This design comes from an exercise in tuning for small area, a short achievable clock period and few clock cycles per item on the open sky130 flow, not from production work. Function was checked by simulation only, so behaviour that the tests miss may differ from the original.

== build 19 ==
// MCH
module MCH (
    input               clk,
    input               reset,
    input       [ 7:0]  X,
    input       [ 7:0]  Y,
    output              Done,
    output      [16:0]  area
);
clock: 13.0 ns
lec_check: 0
cap_margin: 20
core_margin: 2
core_utilization: 35
cts_cluster_diameter: 150
cts_cluster_size: 20
place_density: 0.55
slew_margin: 20
standard.sh (not shown) runs the stock make flow with config.mk's settings and CLKGATE_MAP_FILE= SYNTH_SCRIPT=/design/flow/synth_recipe.tcl, a recipe that flattens the netlist after the stock synthesis.
==> flow/flow/run.sh <==
#!/bin/bash
# Layout flow: the standard flow (standard synthesis, floorplan, placement,
# CTS, routing) unchanged, except that ORFS's timing repair (after CTS and after
# global routing) is asked to leave 9 ns of setup slack instead of 0, so that it
# also speeds up paths that already meet the 13 ns clock. The clock, the I/O
# constraints and everything else are the design's.
set -uo pipefail
cp standard.sh standard_sh.copy.log
export SETUP_SLACK_MARGIN=9
bash standard.sh > standard.log 2>&1
Looking at the reports, build 19 completed the entire flow and the layout it produced met the timing, DRC and antenna checks.
Testbench counts of build 19, summed over its fixed seeds: cycles 15,977, hulls 384.
Inputs modified between build 19 and build 83:
- CTS_CLUSTER_DIAMETER: 150 -> 100
- ABC_AREA: unset -> 1
-- flow/flow/run.sh --
<<< build 19, line 4
# global routing) is asked to leave 9 ns of setup slack instead of 0, so that it
>>> build 83, line 4
# global routing) is asked to leave 9.3 ns of setup slack instead of 0, so that it
<<< build 19, line 9
export SETUP_SLACK_MARGIN=9
>>> build 83, line 9
export SETUP_SLACK_MARGIN=9.3
Notes after the runs:
Build 83 | stages: all done | timing, DRC, antenna: all pass
As far as maximum level of the CTS H-tree is concerned, build 19 and build 83 perform about the same.
Last element of the critical path = area[2]: build 83; last element of the critical path = dB[7]: build 19
From build 19 to build 83 the numbers moved as follows: data required time at the worst endpoint now sits lower; sequential share of layout area now sits lower; maximum net fanout on the critical path now sits lower.
Higher stage delay of the slowest cell on the critical path goes to build 19 over build 83.
What build 53 does differently from build 83 at the input level:
- clearing CTS_CLUSTER_SIZE, which used to be 20
- clearing ABC_AREA, which used to be 1
- clearing CTS_CLUSTER_DIAMETER, which used to be 100
-- flow/flow/run.sh --
<<< build 83, line 4
# global routing) is asked to leave 9.3 ns of setup slack instead of 0, so that it
>>> build 53, line 4
# global routing) is asked to leave 9 ns of setup slack instead of 0, so that it
<<< build 83, line 9
export SETUP_SLACK_MARGIN=9.3
>>> build 53, line 9
export SETUP_SLACK_MARGIN=9
--- outcome ---
Build 53 did not stop at any stage, and its layout met the timing, DRC and antenna checks.
Number of buffers inserted by port buffering came out exactly the same in build 83 and build 53.
Minimum setup slack in the final design (higher): build 83
Build 53 does better than build 83 on area of the core.
[compare] base=build 83 new=build 53: largest net degree at the start of global routing climbed 26.
### build 53 -> build 2
- setting CTS_CLUSTER_SIZE to 20 for the first time
- setting ABC_AREA to 1 for the first time
- setting CTS_CLUSTER_DIAMETER to 100 for the first time
- setting GPL_ROUTABILITY_DRIVEN to 0 for the first time
-- flow/flow/run.sh --
<<< build 53, line 4
# global routing) is asked to leave 9 ns of setup slack instead of 0, so that it
>>> build 2, line 4
# global routing) is asked to leave 9.3 ns of setup slack instead of 0, so that it
<<< build 53, line 9
export SETUP_SLACK_MARGIN=9
>>> build 2, line 9
export SETUP_SLACK_MARGIN=9.3
Compared with build 53, in build 2 clock-buffer cell count has decreased; sequential share of layout area ~0 delta.
Re xor/xnor share of the synthesized area: build 53 and build 2 aren't equal, and the lower value belongs to build 2.
Compared with build 53, build 2 shows a lower final critical delay including setup and external delays.
In build 2, the overall die area came out about 2.5% above the value in build 53.
Utilization after layout for build 2: 1.0 points down relative to build 53
Build 2 finished end to end and its layout was clean on timing, DRC and antenna.
Build 2: initial antenna violation count lower than build 53

Starting RTL as in the previous note.
==> flow/design.v (excerpt) <==
module MCH (
    input               clk,
    input               reset,
    input       [ 7:0]  X,
    input       [ 7:0]  Y,
    output              Done,
    output      [16:0]  area
);
export LEC_CHECK = 0
export ABC_AREA = 1
export CAP_MARGIN = 20
export CORE_MARGIN = 2
export CORE_UTILIZATION = 35
export CTS_CLUSTER_DIAMETER = 100
export CTS_CLUSTER_SIZE = 20
export PLACE_DENSITY = 0.55
export SLEW_MARGIN = 20
create_clock -name core_clock -period 13.0 [get_ports {clk}]
==> flow/flow/run.sh <==
#!/bin/bash
# Layout flow: the standard flow (standard synthesis, floorplan, placement,
# CTS, routing) unchanged, except that ORFS's timing repair (after CTS and after
# global routing) is asked to leave 9.2 ns of setup slack instead of 0, so that it
# also speeds up paths that already meet the 13 ns clock. The clock, the I/O
# constraints and everything else are the design's.
set -uo pipefail
cp standard.sh standard_sh.copy.log
export SETUP_SLACK_MARGIN=9.2
bash standard.sh > standard.log 2>&1
The starting point produced a clean layout.
Testbench counts at the start, summed over its fixed seeds: cycles 15,977, hulls 384.
Next try:
==> flow/flow/run.sh (replaced) <==
#!/bin/bash
# Layout flow: the standard flow (standard synthesis, floorplan, placement,
# CTS, routing) unchanged, except that ORFS's timing repair (after CTS and after
# global routing) is asked to leave 9.3 ns of setup slack instead of 0, so that it
# also speeds up paths that already meet the 13 ns clock. The clock, the I/O
# constraints and everything else are the design's.
set -uo pipefail
cp standard.sh standard_sh.copy.log
export SETUP_SLACK_MARGIN=9.3
bash standard.sh > standard.log 2>&1
- PLACE_DENSITY_LB_ADDON: unset -> 0.05
Outcome: Via count drops by 1.3%. Worst setup slack degrades by 0.028 ns. Clock skew came out lower by 0.020 ns. Critical path depth is unchanged. Routed wire length increases by 5.1%. First-iteration DRC count is lower by 20%. Count of clock-buffer cells in the layout shrinks by 6.
Next try:
==> flow/flow/run.sh (replaced) <==
#!/bin/bash
# Layout flow: the standard flow (standard synthesis, floorplan, placement,
# CTS, routing) unchanged, except that ORFS's timing repair (after CTS and after
# global routing) is asked to leave 9 ns of setup slack instead of 0, so that it
# also speeds up paths that already meet the 13 ns clock. The clock, the I/O
# constraints and everything else are the design's.
set -uo pipefail
cp standard.sh standard_sh.copy.log
export SETUP_SLACK_MARGIN=9
bash standard.sh > standard.log 2>&1
- ABC_AREA: 1 -> unset
- PLACE_DENSITY_LB_ADDON: 0.05 -> unset
Effect: Worst hold slack improves by 0.011 ns. Design area went down by 2.7%. Area after synthesis goes down by 2.5%. Worst setup slack got worse by 0.19 ns.

MCH again, from the RTL that the note above started with.
export LEC_CHECK = 0
export CAP_MARGIN = 20
export CORE_MARGIN = 2
export CORE_UTILIZATION = 35
export CTS_CLUSTER_DIAMETER = 80
export CTS_CLUSTER_SIZE = 25
export PLACE_DENSITY = 0.55
export SLEW_MARGIN = 20
create_clock -name core_clock -period 13.0 [get_ports {clk}]
==> flow/flow/run.sh <==
#!/bin/bash
# Layout flow: the standard flow (standard synthesis, floorplan, placement,
# CTS, routing) unchanged, except that ORFS's timing repair (after CTS and after
# global routing) is asked to leave 9 ns of setup slack instead of 0, so that it
# also speeds up paths that already meet the 13 ns clock. The clock, the I/O
# constraints and everything else are the design's.
set -uo pipefail
cp standard.sh standard_sh.copy.log
export SETUP_SLACK_MARGIN=9
bash standard.sh > standard.log 2>&1
Testbench counts at the start, summed over its fixed seeds: cycles 15,977, hulls 384.
Then changed:
--- a/flow/flow/run.sh
+++ b/flow/flow/run.sh
@@ -4 +4 @@
-# global routing) is asked to leave 9 ns of setup slack instead of 0, so that it
+# global routing) is asked to leave 9.35 ns of setup slack instead of 0, so that it
@@ -9 +9 @@
-export SETUP_SLACK_MARGIN=9
+export SETUP_SLACK_MARGIN=9.35
ABC_AREA = 1   (was unset)
CTS_CLUSTER_DIAMETER = 100   (was 80)
CTS_CLUSTER_SIZE = 20   (was 25)
Outcome:
- The changed run completed without violations
- fmax came out higher by 6.3%
- wire length came out higher by 2.7%
- global-route usage stays flat
Then changed:
--- a/flow/flow/run.sh
+++ b/flow/flow/run.sh
@@ -4 +4 @@
-# global routing) is asked to leave 9.35 ns of setup slack instead of 0, so that it
+# global routing) is asked to leave 9.25 ns of setup slack instead of 0, so that it
@@ -9 +9 @@
-export SETUP_SLACK_MARGIN=9.35
+export SETUP_SLACK_MARGIN=9.25
ABC_AREA = unset   (was 1)
CTS_CLUSTER_DIAMETER = unset   (was 100)
CTS_CLUSTER_SIZE = unset   (was 20)
Result: Critical path depth climbs by 20; sequential share of layout area drops by 0.69 points; global-route usage drops by 1.2 points; non-clock buffer count climbs by 47; register-to-register slack got worse by 0.49 ns; utilization climbs by 1.9 points.
Then changed:
--- a/flow/flow/run.sh
+++ b/flow/flow/run.sh
@@ -4 +4 @@
-# global routing) is asked to leave 9.25 ns of setup slack instead of 0, so that it
+# global routing) is asked to leave 9 ns of setup slack instead of 0, so that it
@@ -9 +9 @@
-export SETUP_SLACK_MARGIN=9.25
+export SETUP_SLACK_MARGIN=9
ABC_AREA = 1   (was unset)
CTS_CLUSTER_DIAMETER = 100   (was unset)
CTS_CLUSTER_SIZE = 20   (was unset)
The new run completed with no timing, DRC or antenna violations.
Register-to-register slack is better by 0.28 ns.
Cell area goes down by 5.5%.
Wire length goes up by 2.0%.
Clock-buffer cell count goes down by 45.
Non-clock buffer count goes down by 152.
Utilization goes down by 3.3 points.
Global-route usage goes up by 0.94 points.

build 95:
MCH again, from the RTL that the note above started with.
Settings: LEC_CHECK=0, ABC_AREA=1, CAP_MARGIN=20, CORE_MARGIN=2, CORE_UTILIZATION=45, CTS_CLUSTER_DIAMETER=100, CTS_CLUSTER_SIZE=20, PLACE_DENSITY=0.65, SLEW_MARGIN=20; clock period 13.0 ns.
==> flow/flow/run.sh <==
#!/bin/bash
# Layout flow: the standard flow (standard synthesis, floorplan, placement,
# CTS, routing) unchanged, except that ORFS's timing repair (after CTS and after
# global routing) is asked to leave 9.3 ns of setup slack instead of 0, so that it
# also speeds up paths that already meet the 13 ns clock. The clock, the I/O
# constraints and everything else are the design's.
set -uo pipefail
cp standard.sh standard_sh.copy.log
export SETUP_SLACK_MARGIN=9.3
bash standard.sh > standard.log 2>&1
Build 95: flow completed, timing, DRC and antenna clean
Testbench counts of build 95, summed over its fixed seeds: cycles 15,977, hulls 384.
Setup changes, build 95 to build 23
# build 95
export LEC_CHECK = 0
export ABC_AREA = 1
export CAP_MARGIN = 20
export CORE_MARGIN = 2
export CORE_UTILIZATION = 45
export CTS_CLUSTER_DIAMETER = 100
export CTS_CLUSTER_SIZE = 20
export PLACE_DENSITY = 0.65
export SLEW_MARGIN = 20
create_clock -name core_clock -period 13.0 [get_ports {clk}]
# build 23
export LEC_CHECK = 0
export CAP_MARGIN = 20
export CORE_MARGIN = 2
export CORE_UTILIZATION = 35
export CTS_CLUSTER_DIAMETER = 100
export CTS_CLUSTER_SIZE = 20
export PLACE_DENSITY = 0.45
export SLEW_MARGIN = 20
create_clock -name core_clock -period 13.0 [get_ports {clk}]
==> flow/flow/run.sh <==
#!/bin/bash
# Layout flow: the standard flow (standard synthesis, floorplan, placement,
# CTS, routing) unchanged, except that ORFS's timing repair (after CTS and after
# global routing) is asked to leave 9 ns of setup slack instead of 0, so that it
# also speeds up paths that already meet the 13 ns clock. The clock, the I/O
# constraints and everything else are the design's.
set -uo pipefail
cp standard.sh standard_sh.copy.log
export SETUP_SLACK_MARGIN=9
bash standard.sh > standard.log 2>&1
[summary]
Looking at critical path launch point, the q0r[2] result is from build 23; the acc[15] one comes from build 95. Diff build 95 -> build 23 | highest cell delay on the worst timing path | increase of 0.04 ns. Of the two values seen for kind of critical path, flip-flop to output port was produced by build 95 and flip-flop to flip-flop by build 23. Comparing build 23 and build 95, the lower post-synthesis instance total was measured on build 23. Build 23 gives more number of post-CTS setup repair buffers than build 95 did.
--- input diff build 23..build 1 ---
# build 23
export LEC_CHECK = 0
export CAP_MARGIN = 20
export CORE_MARGIN = 2
export CORE_UTILIZATION = 35
export CTS_CLUSTER_DIAMETER = 100
export CTS_CLUSTER_SIZE = 20
export PLACE_DENSITY = 0.45
export SLEW_MARGIN = 20
create_clock -name core_clock -period 13.0 [get_ports {clk}]
# build 1
export LEC_CHECK = 0
export CAP_MARGIN = 20
export CORE_MARGIN = 2
export CORE_UTILIZATION = 30
export PLACE_DENSITY = 0.5
export SLEW_MARGIN = 20
create_clock -name core_clock -period 13.0 [get_ports {clk}]
Notes after the runs:
- Summary of build 1 over build 23: via-per-instance ratio down 0.20; final non-filler cell total increased 6.6%; number of H-tree branching levels went up 1; first-pass GRT wire length increased 4.0 mm.
Here is what was changed in the inputs of build 78 compared with build 1.
# build 1
export LEC_CHECK = 0
export CAP_MARGIN = 20
export CORE_MARGIN = 2
export CORE_UTILIZATION = 30
export PLACE_DENSITY = 0.5
export SLEW_MARGIN = 20
create_clock -name core_clock -period 13.0 [get_ports {clk}]
# build 78
export LEC_CHECK = 0
export CAP_MARGIN = 20
export CORE_MARGIN = 2
export CORE_UTILIZATION = 35
export CTS_CLUSTER_DIAMETER = 100
export CTS_CLUSTER_SIZE = 20
export PLACE_DENSITY = 0.55
export SLEW_MARGIN = 20
create_clock -name core_clock -period 13.0 [get_ports {clk}]
==> flow/flow/run.sh <==
#!/bin/bash
# Layout flow: the standard flow (standard synthesis, floorplan, placement,
# CTS, routing) unchanged, except that ORFS's timing repair (after CTS and after
# global routing) is asked to leave 8.7 ns of setup slack instead of 0, so that it
# also speeds up paths that already meet the 13 ns clock. The clock, the I/O
# constraints and everything else are the design's.
set -uo pipefail
cp standard.sh standard_sh.copy.log
export SETUP_SLACK_MARGIN=8.7
bash standard.sh > standard.log 2>&1
==> results.txt <==
Compared with build 1, in build 78 maximum frequency fell 3.2%, area growth from synthesis to final layout has decreased.
Across both runs, routed wire length was lower for build 78 than for build 1.

port drivers added, routing unchanged:
The results above use ideal ports. As a check the final layouts listed here were re-extracted and re-timed, cells and wires unchanged. Step 1 (the two cells are an assumption about what drives the block):
set clk [get_ports {clk}]
set_driving_cell -lib_cell sky130_fd_sc_hd__clkbuf_16 $clk
set_driving_cell -lib_cell sky130_fd_sc_hd__buf_2 [delete_from_list [all_inputs] $clk]
Step 2 also shifts input and output timing later by t, the mid clock arrival at the registers, as if the neighbouring blocks saw the same clock. a / b / c = ideal ports / drivers / drivers and shift; a / b = the first two.
run | t (ns) | slack for setup (ns) | latest minus earliest clock arrival (ns)
build 19 | 0.787 | 8.806 / 8.806 / 8.806 | 0.079 / 0.079
build 83 | 0.812 | 9.162 / 9.067 / 9.242 | 0.062 / 0.062
build 53 | 0.833 | 8.842 / 8.842 / 8.842 | 0.048 / 0.047
build 2 | 0.809 | 9.097 / 9.011 / 9.230 | 0.081 / 0.082
the first run of note 2 | 0.814 | 9.164 / 9.075 / 9.180 | 0.071 / 0.071
the second run of note 2 | 0.846 | 9.136 / 9.047 / 9.246 | 0.056 / 0.056
the third run of note 2 | 0.805 | 8.943 / 8.943 / 8.943 | 0.073 / 0.073
the first run of note 3 | 0.801 | 8.882 / 8.882 / 8.882 | 0.081 / 0.081
the second run of note 3 | 0.834 | 9.126 / 9.032 / 9.253 | 0.089 / 0.089
the third run of note 3 | 0.826 | 8.758 / 8.758 / 8.758 | 0.043 / 0.043
the fourth run of note 3 | 0.840 | 9.035 / 8.949 / 9.035 | 0.075 / 0.075
build 95 | 0.815 | 9.168 / 9.085 / 9.174 | 0.059 / 0.059
build 23 | 0.812 | 8.674 / 8.674 / 8.674 | 0.059 / 0.059
build 1 | 0.846 | 8.796 / 8.796 / 8.796 | 0.050 / 0.050
build 78 | 0.819 | 8.657 / 8.657 / 8.657 | 0.070 / 0.071
After both steps setup and hold are still met in every run listed.
